Background: an optimization exercise with open tools, aiming at small area. Do not read the settings as production practice.
RTL that was checked went through simulation tests only; none was proved equivalent to the original.

==> inputs of trial 53 <==
==> flow/design.v (excerpt) <==
module ResonantLowPassFilter(
    input clk,
    input signed [15:0] audio_in,
    input signed [15:0] cutoff,
    input signed [15:0] resonance,
    input signed [15:0] gain,
    input reset_n,
    output reg signed [15:0] filtered_audio
);
    reg signed [15:0] state, nfeedback;    
    reg signed [15:0] sum_reg;
    reg signed [15:0] alpha, beta;
    genvar i;
    wire [16:0] sx = {state, 1'b0};
    wire [7:0] neg, one, two, nz;
    generate for (i = 0; i < 8; i = i + 1) begin : enc
        assign neg[i] = sx[2*i+2];
        assign one[i] = sx[2*i+1] ^ sx[2*i];
        assign two[i] = (sx[2*i+2] & ~sx[2*i+1] & ~sx[2*i]) | (~sx[2*i+2] & sx[2*i+1] & sx[2*i]);
        assign nz[i]  = one[i] | two[i];
    end endgenerate
    wire s_min = state[15] & ~|state[14:0];
    wire ca = s_min & alpha[15] & ~|alpha[14:0];
    wire cb = s_min & beta[15] & ~|beta[14:0];
    wire ppbeta_1;
    assign ppbeta_1 = one[0] & beta[0];
    wire ppbeta_2;
    assign ppbeta_2 = ((one[0] & beta[1]) | (two[0] & beta[0])) ^ neg[0];
    wire ppbeta_3;
    assign ppbeta_3 = ((one[0] & beta[2]) | (two[0] & beta[1])) ^ neg[0];
    wire ppbeta_4;
    assign ppbeta_4 = ((one[0] & beta[3]) | (two[0] & beta[2])) ^ neg[0];
    wire ppbeta_5;
    assign ppbeta_5 = ((one[0] & beta[4]) | (two[0] & beta[3])) ^ neg[0];
    wire ppbeta_6;
    assign ppbeta_6 = ((one[0] & beta[5]) | (two[0] & beta[4])) ^ neg[0];
    wire ppbeta_7;
    assign ppbeta_7 = ((one[0] & beta[6]) | (two[0] & beta[5])) ^ neg[0];
    wire ppbeta_8;
    assign ppbeta_8 = ((one[0] & beta[7]) | (two[0] & beta[6])) ^ neg[0];
    wire ppbeta_9;
    assign ppbeta_9 = ((one[0] & beta[8]) | (two[0] & beta[7])) ^ neg[0];
    wire ppbeta_10;
    assign ppbeta_10 = ((one[0] & beta[9]) | (two[0] & beta[8])) ^ neg[0];
  ...
==> flow/config.mk <==
export PLATFORM = sky130hd
export DESIGN_NAME = ResonantLowPassFilter
export DESIGN_NICKNAME = ResonantLowPassFilter
export VERILOG_FILES = /design/flow/design.v
export SDC_FILE = /design/flow/constraint.sdc
export NUM_CORES = 4
export LEC_CHECK = 0
export ABC_AREA = 1
export CAP_MARGIN = 20
export CORE_MARGIN = 2
export CORE_UTILIZATION = 70
export SLEW_MARGIN = 20
export SYNTH_HIERARCHICAL = 1
==> flow/constraint.sdc <==
create_clock -name core_clock -period 7.0 [get_ports {clk}]
set_input_delay 1.4000 -clock core_clock [delete_from_list [all_inputs] [get_ports {clk}]]
set_output_delay 1.4000 -clock core_clock [all_outputs]
set_load 0.01 [all_outputs]
standard.sh (not shown) runs the stock make flow with config.mk's settings and CLKGATE_MAP_FILE= SYNTH_SCRIPT=/design/flow/synth_recipe.tcl, a recipe that flattens the netlist after the stock synthesis.
==> flow/flow/run.sh <==
#!/bin/bash
# The standard layout, with the smallest buffer on the ports, upsized
# synthesis cells downsized after floorplan, and a clock tree without dummy
# loads.
set -euo pipefail
bash standard.sh \
  "BUFFER_PORTS_ARGS=-buffer_cell sky130_fd_sc_hd__buf_1" \
  "POST_FLOORPLAN_TCL=$PWD/flow/downsize.tcl" \
  "CTS_ARGS=-sink_clustering_enable -repair_clock_nets -dont_use_dummy_load -buf_list {sky130_fd_sc_hd__clkbuf_4 sky130_fd_sc_hd__clkbuf_8}" \
  finish > standard_flow.log 2>&1
==> flow/flow/downsize.tcl <==
# After floorplan: give every combinational cell that synthesis upsized the
# smallest drive strength of its kind; the later repair steps upsize again
# wherever slew, capacitance or timing needs it.
set db [ord::get_db]
set n 0
foreach inst [[ord::get_db_block] getInsts] {
  set name [[$inst getMaster] getName]
  if {![regexp {^(sky130_fd_sc_hd__[a-z0-9]+)_([0-9]+)$} $name -> base size]} { continue }
  if {$size <= 1} { continue }
  if {[regexp {__(df|dl|sdf|edf|clk|tap|fill|decap|conb|buf|lpflow|probe)} $base]} { continue }
  foreach s {0 1} {
    set m [$db findMaster ${base}_$s]
    if {$m != "NULL" && $m != ""} {
      $inst swapMaster $m
      incr n
      break
    }
  }
}
puts "downsize.tcl: downsized $n cells"
==> trial 30 (differences from trial 53) <==
--- a/flow/design.v
+++ b/flow/design.v
@@ -337,20 +337,22 @@
     wire fs161;
     wire fc162;
     rlpf_ha u_fs161 (.a(ppbeta_112), .b(ppbeta_128), .s(fs161), .co(fc162));
     wire fs163;
     wire fc164;
-    rlpf_fa u_fs163 (.a(ppbeta_17), .b(ppbeta_33), .c(1'b1), .s(fs163), .co(fc164));
+    assign fs163 = ~(ppbeta_17 ^ ppbeta_33);
+    assign fc164 = ppbeta_17 | ppbeta_33;
     wire fs165;
     wire fc166;
     rlpf_fa u_fs165 (.a(ppbeta_49), .b(ppbeta_65), .c(ppbeta_81), .s(fs165), .co(fc166));
     wire fs167;
     wire fc168;
     rlpf_fa u_fs167 (.a(ppbeta_97), .b(ppbeta_113), .c(ppbeta_129), .s(fs167), .co(fc168));
     wire fs169;
     wire fc170;
-    rlpf_fa u_fs169 (.a(ppbeta_34), .b(ppbeta_50), .c(1'b1), .s(fs169), .co(fc170));
+    assign fs169 = ~(ppbeta_34 ^ ppbeta_50);
+    assign fc170 = ppbeta_34 | ppbeta_50;
     wire fs171;
     wire fc172;
     rlpf_fa u_fs171 (.a(ppbeta_66), .b(ppbeta_82), .c(ppbeta_98), .s(fs171), .co(fc172));
     wire fs173;
     wire fc174;
@@ -361,11 +363,12 @@
     wire fs177;
     wire fc178;
     rlpf_fa u_fs177 (.a(ppbeta_83), .b(ppbeta_99), .c(ppbeta_115), .s(fs177), .co(fc178));
     wire fs179;
     wire fc180;
-    rlpf_fa u_fs179 (.a(ppbeta_52), .b(ppbeta_68), .c(1'b1), .s(fs179), .co(fc180));
+    assign fs179 = ~(ppbeta_52 ^ ppbeta_68);
+    assign fc180 = ppbeta_52 | ppbeta_68;
     wire fs181;
     wire fc182;
     rlpf_ha u_fs181 (.a(ppbeta_84), .b(ppbeta_100), .s(fs181), .co(fc182));
     wire fs183;
     wire fc184;
@@ -464,11 +467,12 @@
     wire fs245;
     wire fc246;
     rlpf_fa u_fs245 (.a(ppbeta_119), .b(ppbeta_135), .c(fc186), .s(fs245), .co(fc246));
     wire fs247;
     wire fc248;
-    rlpf_fa u_fs247 (.a(ppbeta_88), .b(ppbeta_104), .c(1'b1), .s(fs247), .co(fc248));
+    assign fs247 = ~(ppbeta_88 ^ ppbeta_104);
+    assign fc248 = ppbeta_88 | ppbeta_104;
     wire fs249;
     wire fc250;
     rlpf_ha u_fs249 (.a(ppbeta_120), .b(ppbeta_136), .s(fs249), .co(fc250));
     wire fs251;
     wire fc252;
@@ -921,11 +925,12 @@
     wire os499;
     wire oc500;
     rlpf_ha u_os499 (.a(gain[1]), .b(ppalpha_370), .s(os499), .co(oc500));
     wire os501;
     wire oc502;
-    rlpf_fa u_os501 (.a(gain[2]), .b(ppalpha_371), .c(1'b1), .s(os501), .co(oc502));
+    assign os501 = ~(gain[2] ^ ppalpha_371);
+    assign oc502 = gain[2] | ppalpha_371;
     wire os503;
     wire oc504;
     assign os503 = ~gain[3];
     assign oc504 = gain[3];
     wire os505;
@@ -982,11 +987,12 @@
     wire os539;
     wire oc540;
     rlpf_fa u_os539 (.a(ppalpha_453), .b(ppalpha_469), .c(ppalpha_485), .s(os539), .co(oc540));
     wire os541;
     wire oc542;
-    rlpf_fa u_os541 (.a(gain[5]), .b(ppalpha_406), .c(1'b1), .s(os541), .co(oc542));
+    assign os541 = ~(gain[5] ^ ppalpha_406);
+    assign oc542 = gain[5] | ppalpha_406;
     wire os543;
     wire oc544;
     rlpf_fa u_os543 (.a(ppalpha_422), .b(ppalpha_438), .c(ppalpha_454), .s(os543), .co(oc544));
     wire os545;
     wire oc546;
@@ -997,11 +1003,12 @@
     wire os549;
     wire oc550;
     rlpf_fa u_os549 (.a(ppalpha_439), .b(ppalpha_455), .c(ppalpha_471), .s(os549), .co(oc550));
     wire os551;
     wire oc552;
-    rlpf_fa u_os551 (.a(gain[7]), .b(ppalpha_424), .c(1'b1), .s(os551), .co(oc552));
+    assign os551 = ~(gain[7] ^ ppalpha_424);
+    assign oc552 = gain[7] | ppalpha_424;
     wire os553;
     wire oc554;
     rlpf_ha u_os553 (.a(ppalpha_440), .b(ppalpha_456), .s(os553), .co(oc554));
     wire os555;
     wire oc556;
@@ -1112,11 +1119,12 @@
     wire os625;
     wire oc626;
     rlpf_fa u_os625 (.a(ppalpha_459), .b(ppalpha_475), .c(ppalpha_491), .s(os625), .co(oc626));
     wire os627;
     wire oc628;
-    rlpf_fa u_os627 (.a(gain[11]), .b(ppalpha_460), .c(1'b1), .s(os627), .co(oc628));
+    assign os627 = ~(gain[11] ^ ppalpha_460);
+    assign oc628 = gain[11] | ppalpha_460;
     wire os629;
     wire oc630;
     rlpf_ha u_os629 (.a(ppalpha_476), .b(ppalpha_492), .s(os629), .co(oc630));
     wire os631;
     wire oc632;
--- a/flow/config.mk
+++ b/flow/config.mk
@@ -6,8 +6,8 @@
 export NUM_CORES = 4
 export LEC_CHECK = 0
 export ABC_AREA = 1
 export CAP_MARGIN = 20
 export CORE_MARGIN = 2
-export CORE_UTILIZATION = 70
+export CORE_UTILIZATION = 80
 export SLEW_MARGIN = 20
 export SYNTH_HIERARCHICAL = 1
==> trial 28 (differences from trial 53) <==
--- a/flow/design.v
+++ b/flow/design.v
@@ -337,20 +337,22 @@
     wire fs161;
     wire fc162;
     rlpf_ha u_fs161 (.a(ppbeta_112), .b(ppbeta_128), .s(fs161), .co(fc162));
     wire fs163;
     wire fc164;
-    rlpf_fa u_fs163 (.a(ppbeta_17), .b(ppbeta_33), .c(1'b1), .s(fs163), .co(fc164));
+    assign fs163 = ~(ppbeta_17 ^ ppbeta_33);
+    assign fc164 = ppbeta_17 | ppbeta_33;
     wire fs165;
     wire fc166;
     rlpf_fa u_fs165 (.a(ppbeta_49), .b(ppbeta_65), .c(ppbeta_81), .s(fs165), .co(fc166));
     wire fs167;
     wire fc168;
     rlpf_fa u_fs167 (.a(ppbeta_97), .b(ppbeta_113), .c(ppbeta_129), .s(fs167), .co(fc168));
     wire fs169;
     wire fc170;
-    rlpf_fa u_fs169 (.a(ppbeta_34), .b(ppbeta_50), .c(1'b1), .s(fs169), .co(fc170));
+    assign fs169 = ~(ppbeta_34 ^ ppbeta_50);
+    assign fc170 = ppbeta_34 | ppbeta_50;
     wire fs171;
     wire fc172;
     rlpf_fa u_fs171 (.a(ppbeta_66), .b(ppbeta_82), .c(ppbeta_98), .s(fs171), .co(fc172));
     wire fs173;
     wire fc174;
@@ -361,11 +363,12 @@
     wire fs177;
     wire fc178;
     rlpf_fa u_fs177 (.a(ppbeta_83), .b(ppbeta_99), .c(ppbeta_115), .s(fs177), .co(fc178));
     wire fs179;
     wire fc180;
-    rlpf_fa u_fs179 (.a(ppbeta_52), .b(ppbeta_68), .c(1'b1), .s(fs179), .co(fc180));
+    assign fs179 = ~(ppbeta_52 ^ ppbeta_68);
+    assign fc180 = ppbeta_52 | ppbeta_68;
     wire fs181;
     wire fc182;
     rlpf_ha u_fs181 (.a(ppbeta_84), .b(ppbeta_100), .s(fs181), .co(fc182));
     wire fs183;
     wire fc184;
@@ -464,11 +467,12 @@
     wire fs245;
     wire fc246;
     rlpf_fa u_fs245 (.a(ppbeta_119), .b(ppbeta_135), .c(fc186), .s(fs245), .co(fc246));
     wire fs247;
     wire fc248;
-    rlpf_fa u_fs247 (.a(ppbeta_88), .b(ppbeta_104), .c(1'b1), .s(fs247), .co(fc248));
+    assign fs247 = ~(ppbeta_88 ^ ppbeta_104);
+    assign fc248 = ppbeta_88 | ppbeta_104;
     wire fs249;
     wire fc250;
     rlpf_ha u_fs249 (.a(ppbeta_120), .b(ppbeta_136), .s(fs249), .co(fc250));
     wire fs251;
     wire fc252;
@@ -921,11 +925,12 @@
     wire os499;
     wire oc500;
     rlpf_ha u_os499 (.a(gain[1]), .b(ppalpha_370), .s(os499), .co(oc500));
     wire os501;
     wire oc502;
-    rlpf_fa u_os501 (.a(gain[2]), .b(ppalpha_371), .c(1'b1), .s(os501), .co(oc502));
+    assign os501 = ~(gain[2] ^ ppalpha_371);
+    assign oc502 = gain[2] | ppalpha_371;
     wire os503;
     wire oc504;
     assign os503 = ~gain[3];
     assign oc504 = gain[3];
     wire os505;
@@ -982,11 +987,12 @@
     wire os539;
     wire oc540;
     rlpf_fa u_os539 (.a(ppalpha_453), .b(ppalpha_469), .c(ppalpha_485), .s(os539), .co(oc540));
     wire os541;
     wire oc542;
-    rlpf_fa u_os541 (.a(gain[5]), .b(ppalpha_406), .c(1'b1), .s(os541), .co(oc542));
+    assign os541 = ~(gain[5] ^ ppalpha_406);
+    assign oc542 = gain[5] | ppalpha_406;
     wire os543;
     wire oc544;
     rlpf_fa u_os543 (.a(ppalpha_422), .b(ppalpha_438), .c(ppalpha_454), .s(os543), .co(oc544));
     wire os545;
     wire oc546;
@@ -997,11 +1003,12 @@
     wire os549;
     wire oc550;
     rlpf_fa u_os549 (.a(ppalpha_439), .b(ppalpha_455), .c(ppalpha_471), .s(os549), .co(oc550));
     wire os551;
     wire oc552;
-    rlpf_fa u_os551 (.a(gain[7]), .b(ppalpha_424), .c(1'b1), .s(os551), .co(oc552));
+    assign os551 = ~(gain[7] ^ ppalpha_424);
+    assign oc552 = gain[7] | ppalpha_424;
     wire os553;
     wire oc554;
     rlpf_ha u_os553 (.a(ppalpha_440), .b(ppalpha_456), .s(os553), .co(oc554));
     wire os555;
     wire oc556;
@@ -1112,11 +1119,12 @@
     wire os625;
     wire oc626;
     rlpf_fa u_os625 (.a(ppalpha_459), .b(ppalpha_475), .c(ppalpha_491), .s(os625), .co(oc626));
     wire os627;
     wire oc628;
-    rlpf_fa u_os627 (.a(gain[11]), .b(ppalpha_460), .c(1'b1), .s(os627), .co(oc628));
+    assign os627 = ~(gain[11] ^ ppalpha_460);
+    assign oc628 = gain[11] | ppalpha_460;
     wire os629;
     wire oc630;
     rlpf_ha u_os629 (.a(ppalpha_476), .b(ppalpha_492), .s(os629), .co(oc630));
     wire os631;
     wire oc632;
==> flow/flow/run.sh (replaced) <==
#!/bin/bash
# The standard layout, with: the standard flow's synthesis but a stronger ABC area
# script; the smallest buffer on the ports; upsized synthesis cells
# downsized after floorplan; a clock tree without dummy loads.
set -euo pipefail
export FLOW_WORK=$PWD
export FLOW_ABC_SCRIPT=$PWD/flow/abc_area2.script
bash standard.sh \
  "SYNTH_SCRIPT=$PWD/flow/synth.tcl" \
  "BUFFER_PORTS_ARGS=-buffer_cell sky130_fd_sc_hd__buf_1" \
  "POST_FLOORPLAN_TCL=$PWD/flow/downsize.tcl" \
  "CTS_ARGS=-sink_clustering_enable -repair_clock_nets -dont_use_dummy_load -buf_list {sky130_fd_sc_hd__clkbuf_4 sky130_fd_sc_hd__clkbuf_8}" \
  finish > standard_flow.log 2>&1
==> flow/flow/abc_area2.script (new file) <==
strash
&get -n
&st
&dch
&nf -R 1000
&put
strash
dch -f
map -a
topo
==> flow/flow/synth.tcl (new file) <==
# The standard flow's own synthesis script (synth_recipe.tcl, sourced unchanged), with
# Yosys's abc call given a stronger area script (abc_area2.script).
proc abc {args} {
  set i [lsearch -exact $args -script]
  if {$i >= 0} { set args [lreplace $args [expr {$i + 1}] [expr {$i + 1}] $::env(FLOW_ABC_SCRIPT)] }
  yosys abc {*}$args
}
source $::env(FLOW_WORK)/synth_recipe.tcl
==> results_dict.tcl <==
set metrics [dict create \
    dr_wl_met3_mm 3.423 \
    wl_met1_mm 15.04 \
    nMultiInputCombCells 1181 \
    use_met3_pct 7.239 \
    whs_ps 349.7 \
    initial_core_util_pct 71.33 \
    multi_input_area_share_pct 74.02 \
    die_area_sq_mm 0.02098 \
    clk_latency_ps 400 \
    status "timing/DRC/antenna clean" \
    place_area_sq_mm 0.01438 \
    crit_buf_inv 2 \
    fin_util_pct 74.61 \
]
The numbers above come from trial 53.

==> results_dict.tcl <==
set metrics [dict create \
    whs_ps 350.6 \
    initial_core_util_pct 70.82 \
    multi_input_area_share_pct 72.86 \
    use_met3_pct 7.643 \
    clk_latency_ps 410 \
    status "timing/DRC/antenna clean" \
    wl_met1_mm 14.05 \
    nMultiInputCombCells 1108 \
    place_area_sq_mm 0.01417 \
    crit_buf_inv 5 \
]
The numbers above come from trial 28.

==> results_dict.tcl <==
set metrics [dict create \
    antenna_cells 0 \
    dp_cells 1754 \
    place_area_sq_mm 0.01431 \
    synth_xor_area_share_pct 17.17 \
    fin_util_pct 84.10 \
    clk_latency_ps 410 \
    whs_ps 340.0 \
    status "timing/DRC/antenna clean" \
    seq_share_pct 15.66 \
    dr_wl_met3_mm 3.481 \
    wl_met1_mm 14.18 \
    period_share_pct 93.56 \
    initial_core_util_pct 81.05 \
    worstHoldPathCells 0 \
    multi_input_area_share_pct 73.83 \
    postCtsHoldBufs 0 \
    crit_buf_inv 3 \
    nMultiInputCombCells 1177 \
]
The numbers above come from trial 30.

No functional check of the RTL was part of trial 53.

[separate check: timing with driven ports]
How much do the figures lean on ideal ports? The routed layouts below were timed once more, with nothing changed but the port constraints.
Step 1 (the two cells are an assumption about what drives the block):
set clk [get_ports {clk}]
set_driving_cell -lib_cell sky130_fd_sc_hd__clkbuf_16 $clk
set_driving_cell -lib_cell sky130_fd_sc_hd__buf_2 [delete_from_list [all_inputs] $clk]
Step 2 moves the port delays by t, midway between the first and last clock arrival at a register: inputs arrive t later, outputs are due t later. That takes back most of the time a late clock gives input paths.
Three values: ideal ports, drivers, drivers and shift; two values: the first two.
| run | t (ns) | slack for setup (ns) | hold WS [ns] |
|---|---|---|---|
| trial 53 | 0.428 | 0.507 / 0.507 / 0.228 | 0.350 / 0.350 / 0.350 |
| trial 30 | 0.427 | 0.451 / 0.451 / 0.440 | 0.340 / 0.340 / 0.340 |
| trial 28 | 0.430 | 0.461 / 0.461 / 0.461 | 0.351 / 0.351 / 0.351 |
After both steps setup and hold are still met in every run listed. For trial 53, which loses most, drivers alone change the setup slack by 0.000 ns; drivers and shift together by -0.279 ns.
